Source: an optimization exercise on an open RTL-to-GDS flow (aim: small area). Production flows keep margins and buffers that such runs may drop. Only simulation tests tie the RTL to the original design; equivalence was not proved. Power and IR drop assume default switching activity.

## flow/design.v (module list and top-level ports; edited modules follow where they fit)
// module btle_rx: 282 lines
// module btle_rx_core: 100 lines
// module cross_sign: 1656 lines
module btle_rx #
(
  parameter SAMPLE_PER_SYMBOL = 8,
  parameter GFSK_DEMODULATION_BIT_WIDTH = 16,
  parameter LEN_UNIQUE_BIT_SEQUENCE = 32,
  parameter CHANNEL_NUMBER_BIT_WIDTH = 6,
  parameter CRC_STATE_BIT_WIDTH = 24
) (
  input wire clk,
  input wire rst,
  input wire [(LEN_UNIQUE_BIT_SEQUENCE-1) : 0] unique_bit_sequence,
  input wire [(CHANNEL_NUMBER_BIT_WIDTH-1) : 0] channel_number,
  input wire [(CRC_STATE_BIT_WIDTH-1) : 0] crc_state_init_bit,
  input wire signed [(GFSK_DEMODULATION_BIT_WIDTH-1) : 0] i,
  input wire signed [(GFSK_DEMODULATION_BIT_WIDTH-1) : 0] q,
  input wire iq_valid,
  output wire hit_flag,
  output reg  decode_run,
  output reg  decode_end,
  output reg  crc_ok,
  output reg  [2:0] best_phase,
  output reg  [6:0] payload_length,
  output reg  [7:0] pdu_octet_mem_data,
  input  wire [5:0] pdu_octet_mem_addr
);
  // ...
==> flow/flow/run.sh <==
#!/bin/bash
# Layout flow: the standard ORFS flow (standard.sh), with one change in
# synthesis: ABC maps the logic with an area-oriented script (flow/area.abc)
# instead of ORFS's delay-oriented one. Everything else (Yosys passes, flip-flop
# mapping, floorplan, placement, CTS, routing) is the standard flow.
set -euo pipefail
W=$(pwd)
{
  echo "proc abc {args} {"
  echo "  set i [lsearch -exact \$args -script]"
  echo "  if {\$i >= 0} { lset args [expr {\$i+1}] $W/flow/area.abc }"
  echo "  yosys abc {*}\$args"
  echo "}"
  cat "$W/synth_recipe.tcl"
} > "$W/area_synth.tcl"
bash "$W/standard.sh" SYNTH_SCRIPT="$W/area_synth.tcl" finish > "$W/standard_flow.log" 2>&1
==> flow/flow/area.abc <==
&get -n
&st
&dch
&nf -R 1000
&put
topo
stime -c
==> flow/standard.sh <==
#!/bin/bash
# synth_recipe.tcl (not shown) runs the flow's synth.tcl, then flattens the netlist and writes it again
# the make line also repeats each setting of config.mk as NAME=value (left out here)
make -C /OpenROAD-flow-scripts/flow DESIGN_CONFIG=/design/flow/config.mk WORK_HOME=/design/flow/orfs CLKGATE_MAP_FILE= SYNTH_SCRIPT=/design/flow/synth_recipe.tcl "${@:-finish}"
==> flow/config.mk <==
export PLATFORM = sky130hd
export DESIGN_NAME = btle_rx
export DESIGN_NICKNAME = btle_rx
export VERILOG_FILES = /design/flow/design.v
export SDC_FILE = /design/flow/constraint.sdc
export NUM_CORES = 4
export LEC_CHECK = 0
export CAP_MARGIN = 20
export CORE_MARGIN = 2
export CORE_UTILIZATION = 55
export CTS_BUF_LIST = sky130_fd_sc_hd__clkbuf_16
export CTS_CLUSTER_DIAMETER = 60
export CTS_CLUSTER_SIZE = 24
export PLACE_DENSITY = 0.65
export SLEW_MARGIN = 20
==> flow/constraint.sdc <==
create_clock -name core_clock -period 20.0 [get_ports {clk}]
set_input_delay 4.0000 -clock core_clock [delete_from_list [all_inputs] [get_ports {clk}]]
set_output_delay 4.0000 -clock core_clock [all_outputs]
set_load 0.01 [all_outputs]
==> reports/metrics.cfg, run 1 <==
[global_route]
grt_max_degree = 181
grt_overflow = 0
grt_pass1_wl_um = 616000
grt.busiest_layer = met2

[run_status]
status = timing/DRC/antenna clean

[worst_setup_path]
crit_required_ns = 20.81
cp-startpoint = h[0][2]$_DFFE_PP_

[final_layout]
multi_input_area_um2 = 51200
buffer_area_frac = 0.0132
drive_gt1_frac = 0.0545
layout.area.seq_um2 = 117000
top_register = ring
multi_input_gates = 6772

[timing]
worstMarginPinSlew_ns = 1.15
finalCritPeriodShare = 0.771
fin_ws_ns = 4.58
final.setup.tns_ns = 0

[pwr]
total_leakage_power_nw = 67.1
vdd_drop_max_uv = 351
p_sw_w = 0.00678

[cts]
htree_num_levels = 5

[detailed_routing]
drc_errors = 0
routed_wl_um = 391000
met1_length_um = 174000
wl_per_cell_um = 22.1

[die]
die_h_um = 560
dieWidth_um = 560
floorplan.rows = 204
coreArea_um2 = 309000

[placement]
gp_congestion = 0.878
dp_hpwl_um = 244000
io_buffers = 123
place_ws_ns = 4.54

[synthesis]
ys_ff_latch = 5429
synth_common_cells = 4,572 x dfxtp_1, 969 x nand2_1, 931 x a22oi_1, 857 x edfxtp_1, 680 x a21oi_1
synthMuxAreaShare = 0.0184
yosys_warnings = 10
synth_compound_area_frac = 0.124
synth_xor_area_frac = 0.0148
ys_seq_area_frac = 0.689
syn_avg_cell_area_um2 = 13.3
yosys.area_share.adder = 0.0677

==> inputs of run 2 (changes only) <==
--- a/flow/config.mk
+++ b/flow/config.mk
@@ -8,8 +8,8 @@
 export CAP_MARGIN = 20
 export CORE_MARGIN = 2
 export CORE_UTILIZATION = 55
-export CTS_BUF_LIST = sky130_fd_sc_hd__clkbuf_16
-export CTS_CLUSTER_DIAMETER = 60
-export CTS_CLUSTER_SIZE = 24
+export CTS_BUF_LIST = sky130_fd_sc_hd__clkbuf_8
+export CTS_CLUSTER_DIAMETER = 50
+export CTS_CLUSTER_SIZE = 16
 export PLACE_DENSITY = 0.65
 export SLEW_MARGIN = 20
==> run 2 against run 1 <==
Effect of this change: fmax about the same; via count increased by 0.19%; sequential share of layout area increased by 0.50 points; die area stayed put; clock skew rose by 0.045 ns; utilization fell by 0.49 points; setup slack worse by 0.013 ns; critical path depth stayed put; largest cell class unchanged; largest power group unchanged.
==> reports/metrics.cfg, run 2 <==
[timing]
hold_violations = 0  ; unchanged
final.setup.tns_ns = 0  ; unchanged
fin_ws_ns = 4.57  ; was 4.58 ns
drv_slew = 0  ; unchanged
worstMarginPinSlew_ns = 1.10  ; was 1.15 ns
finalCriticalPeriod_ns = 15.43  ; was 15.42 ns
fmax_mhz = 64.8  ; was 64.9 MHz
setup_violations = 0  ; unchanged
slew_headroom = 0.264  ; was 0.226
finalCritPeriodShare = 0.772  ; was 0.771
finClkSkew_ns = 0.0933  ; was 0.0484 ns
grt_setup_unrepaired = no  ; unchanged

[cts]
htree_num_levels = 5  ; unchanged
post_cts_buffers = 0  ; unchanged
cts_tree = done  ; unchanged
clock-sinks = 5429  ; unchanged
cts_buffer_depth = 4  ; unchanged
numCtsBuffers = 441  ; was 321
ctsHoldBuffers = 0  ; unchanged
clock_latency_ns = 1.14  ; was 0.94 ns
path_clk_slew_ns = 0.10  ; was 0.09 ns
clock-root-buffer = clkbuf_8  ; was clkbuf_16
cts_resized = 0  ; unchanged

[worst_setup_path]
start_kind = flop  ; unchanged
worstSetupPathType = reg2reg  ; unchanged
cp_slowest_cell = edfxtp_1  ; unchanged
max_stage_delay_ns = 0.74  ; was 0.75 ns
crit_required_ns = 21.00  ; was 20.81 ns
cp_max_fo = 17  ; unchanged
worstPathArrival_ns = 16.43  ; was 16.23 ns
cp_common_cell = fa_1  ; unchanged
endpoint_kind = flop  ; unchanged

[die]
io_pins = 125  ; unchanged
die_h_um = 560  ; unchanged
coreArea_um2 = 309000  ; unchanged
floorplan.rows = 204  ; unchanged
dieWidth_um = 560  ; unchanged
initial_core_util = 0.552  ; unchanged
fp.dieArea_um2 = 314000  ; unchanged

[global_route]
grt_pass1_vias = 107000  ; was 106,000
grt_overflow = 0  ; unchanged
antenna_found_initial = 11  ; was 9
grt_max_degree = 181  ; unchanged
grt_pass1_wl_um = 617000  ; was 616,000 um
track_usage = 0.244  ; about the same

[final_layout]
top_regs = ring: 4096 flops, h: 256 flops, sr: 249 flops  ; unchanged
final_common_cell = dfxtp_1  ; unchanged
area_growth_pct = 9.83  ; was 10.7%
final_cells = 17900  ; was 17,700
top_register = ring  ; unchanged
nFillCells = 23900  ; was 23,700
drive_gt1_frac = 0.0654  ; was 0.0545
largest_reg_flops = 4096  ; unchanged
layout.nets = 14200  ; was 14,100
final_cell_mix = 4,570 x dfxtp_1, 969 x nand2_1, 931 x a22oi_1  ; unchanged

[synthesis]
synth_top_family_by_area = compound AO/OA/AOI/OAI gates  ; unchanged
yosys.cell_count.top_type = dfxtp_1  ; unchanged
ys_seq_area_frac = 0.689  ; unchanged
ys_ff_latch = 5429  ; unchanged
synthesis.nets = 13500  ; unchanged
yosys.area_share.adder = 0.0677  ; unchanged
synth_flop_cell = dfxtp_1  ; unchanged
synth_common_cells = 4,572 x dfxtp_1, 969 x nand2_1, 931 x a22oi_1, 857 x edfxtp_1, 680 x a21oi_1  ; unchanged
synthSimpleGateAreaFrac = 0.0738  ; unchanged
syn_area_um2 = 170000  ; unchanged
synthTopCellsByArea = dfxtp_1 54%, edfxtp_1 15%, fa_1 5.7%  ; unchanged
yosys_warnings = 10  ; unchanged
yosysTopAreaCellShare = 0.537  ; unchanged
synth_top_area_cell = dfxtp_1  ; unchanged
synth_xor_area_frac = 0.0148  ; unchanged
syn_inst = 12800  ; unchanged
synthMuxAreaShare = 0.0184  ; unchanged
ys_types = 61  ; unchanged
synth-edff-count = 857  ; unchanged
synthArstFlopShare = 0  ; unchanged
synth_compound_area_frac = 0.124  ; unchanged
syn_avg_cell_area_um2 = 13.3  ; unchanged

[placement]
gp_congestion = 0.878  ; unchanged
place_ws_ns = 4.54  ; unchanged
io_buffers = 123  ; unchanged
dp_hpwl_um = 244000  ; unchanged
dp.cells = 17100  ; unchanged

[detailed_routing]
first_pass_iters = 10  ; unchanged
drc_errors = 0  ; unchanged
vias = 105000  ; about the same
first_iter_violations = 10700  ; was 10,900
drt-vias-per-instance = 5.87  ; was 5.92
final_antenna_net_count = 0  ; unchanged
routed_wl_um = 391000  ; about the same
wl_per_cell_um = 21.9  ; was 22.1 um

[run_status]
status = timing/DRC/antenna clean  ; unchanged

[pwr]
finalPower_w = 0.0227  ; was 0.0235 W
p_comb_frac = 0.228  ; was 0.220
total_leakage_power_nw = 66.7  ; was 67.1 nW
clkPwrFrac = 0.272  ; was 0.297
p_sw_w = 0.00664  ; was 0.00678 W
power_density_nw_per_um2 = 121  ; was 125 nW/um^2
seq_power_share = 0.501  ; was 0.483
sw_frac_of_total = 0.293  ; was 0.288
p_int_w = 0.0160  ; was 0.0167 W
vdd_drop_max_uv = 365  ; was 351 uV

[worst_hold_path]
hold_class = reg2reg  ; unchanged

[run]
maxCapViolCount = 0  ; unchanged

-- run 2: area by class of cell --
class	count	area [um^2]	area share
Clock inverter	217	2200	0.0118
Clock buffer	482	6630	0.0355
Multi-Input combinational cell	6772	51200	0.273
Inverter	566	2120	0.0114
Antenna cell	10	25.0	0.000134
Timing Repair Buffer	257	2500	0.0134
Tap cell	4120	5150	0.0276
Sequential cell	5429	117000	0.627
-- run 2: critical path, delay by kind of cell (launching register included) --
| kind | cells | cell delay (ns) |
|---|---|---|
| DFF | 1 | 0.74 |
| and+or+nand+nor | 5 | 1.12 |
| buffers and inverters | 5 | 0.41 |
| adders and majority gates | 32 | 13.10 |
-- run 2: kinds of logic after synthesis --
logic type	Yosys count
adders and majority gates	633
and+or+nand+nor	2710
muxes	197
AOI/OAI and AO/OA	2944
xor gates and xnor gates	287
other	1
buffers and inverters	567
DFF	5429
-- run 2: stage by stage --
stage | cell area, um^2 | hold WS, ns | utilization
after floorplan | 170000 | 0.310 | -
after global placement | 178000 | 0.311 | 0.577
after detailed placement | 178000 | 0.313 | 0.577
after CTS | 187000 | 0.268 | 0.606
after global routing | 187000 | 0.283 | 0.606
final | 187000 | 0.284 | 0.606
-- run 2: worst paths after layout --
kind / startpoint / endpoint / slack, ns / depth (start not counted)
setup / recovery: h[0][2]$_DFFE_PP_ / b2$_DFF_P_ / 4.57 / 42
hold / removal: tag2[0]$_DFF_P_ / tag3[0]$_DFF_P_ / 0.28 / 0
setup reg to reg: h[0][2]$_DFFE_PP_ / b2$_DFF_P_ / 4.57 / 42
hold reg to reg: tag2[0]$_DFF_P_ / tag3[0]$_DFF_P_ / 0.28 / 0
-- run 2: power by group through the flow --
stage | Sequential [W] | Combinational [W] | Clock, W
detailed placement | 0.0116 | 0.00518 | 0
CTS | 0.0114 | 0.00522 | 0.00632
finish | 0.0114 | 0.00517 | 0.00616
global placement | 0.0116 | 0.00497 | 0
floorplan | 0.0115 | 0.00371 | 0
global route | 0.0114 | 0.00597 | 0.00674
-- run 2: per-layer routing --
layer  share of wire  track usage  up-vias
met1            0.45        0.343    52700
met2            0.47        0.393     3136
met4           0.034       0.0838        4
met3           0.055       0.0323      715
met5        0.000074            0        -
li1                -            -    48300

-- afterwards: timing with drivers on the ports --
Ports are ideal in the flow. The routed layouts listed here were re-timed in OpenROAD.
Step 1 assumes that a clkbuf_16 drives the clock port and a buf_2 every other input.
Step 2 moves the port delays by t, midway between the first and last clock arrival at a register: inputs arrive t later, outputs are due t later. That takes back most of the time a late clock gives input paths.
a / b / c = no drivers / after step 1 / after step 2; a / b = the first two.
run	t (ns)	setup slack, ns	slew at the worst register clock pin (ns)	worst data-port slew with drivers (ns)
run 1	1.017	4.581 / 4.581 / 4.581	0.10 / 0.10	0.10
run 2	1.200	4.568 / 4.568 / 4.568	0.10 / 0.10	0.11
After both steps setup and hold are still met in every run listed.
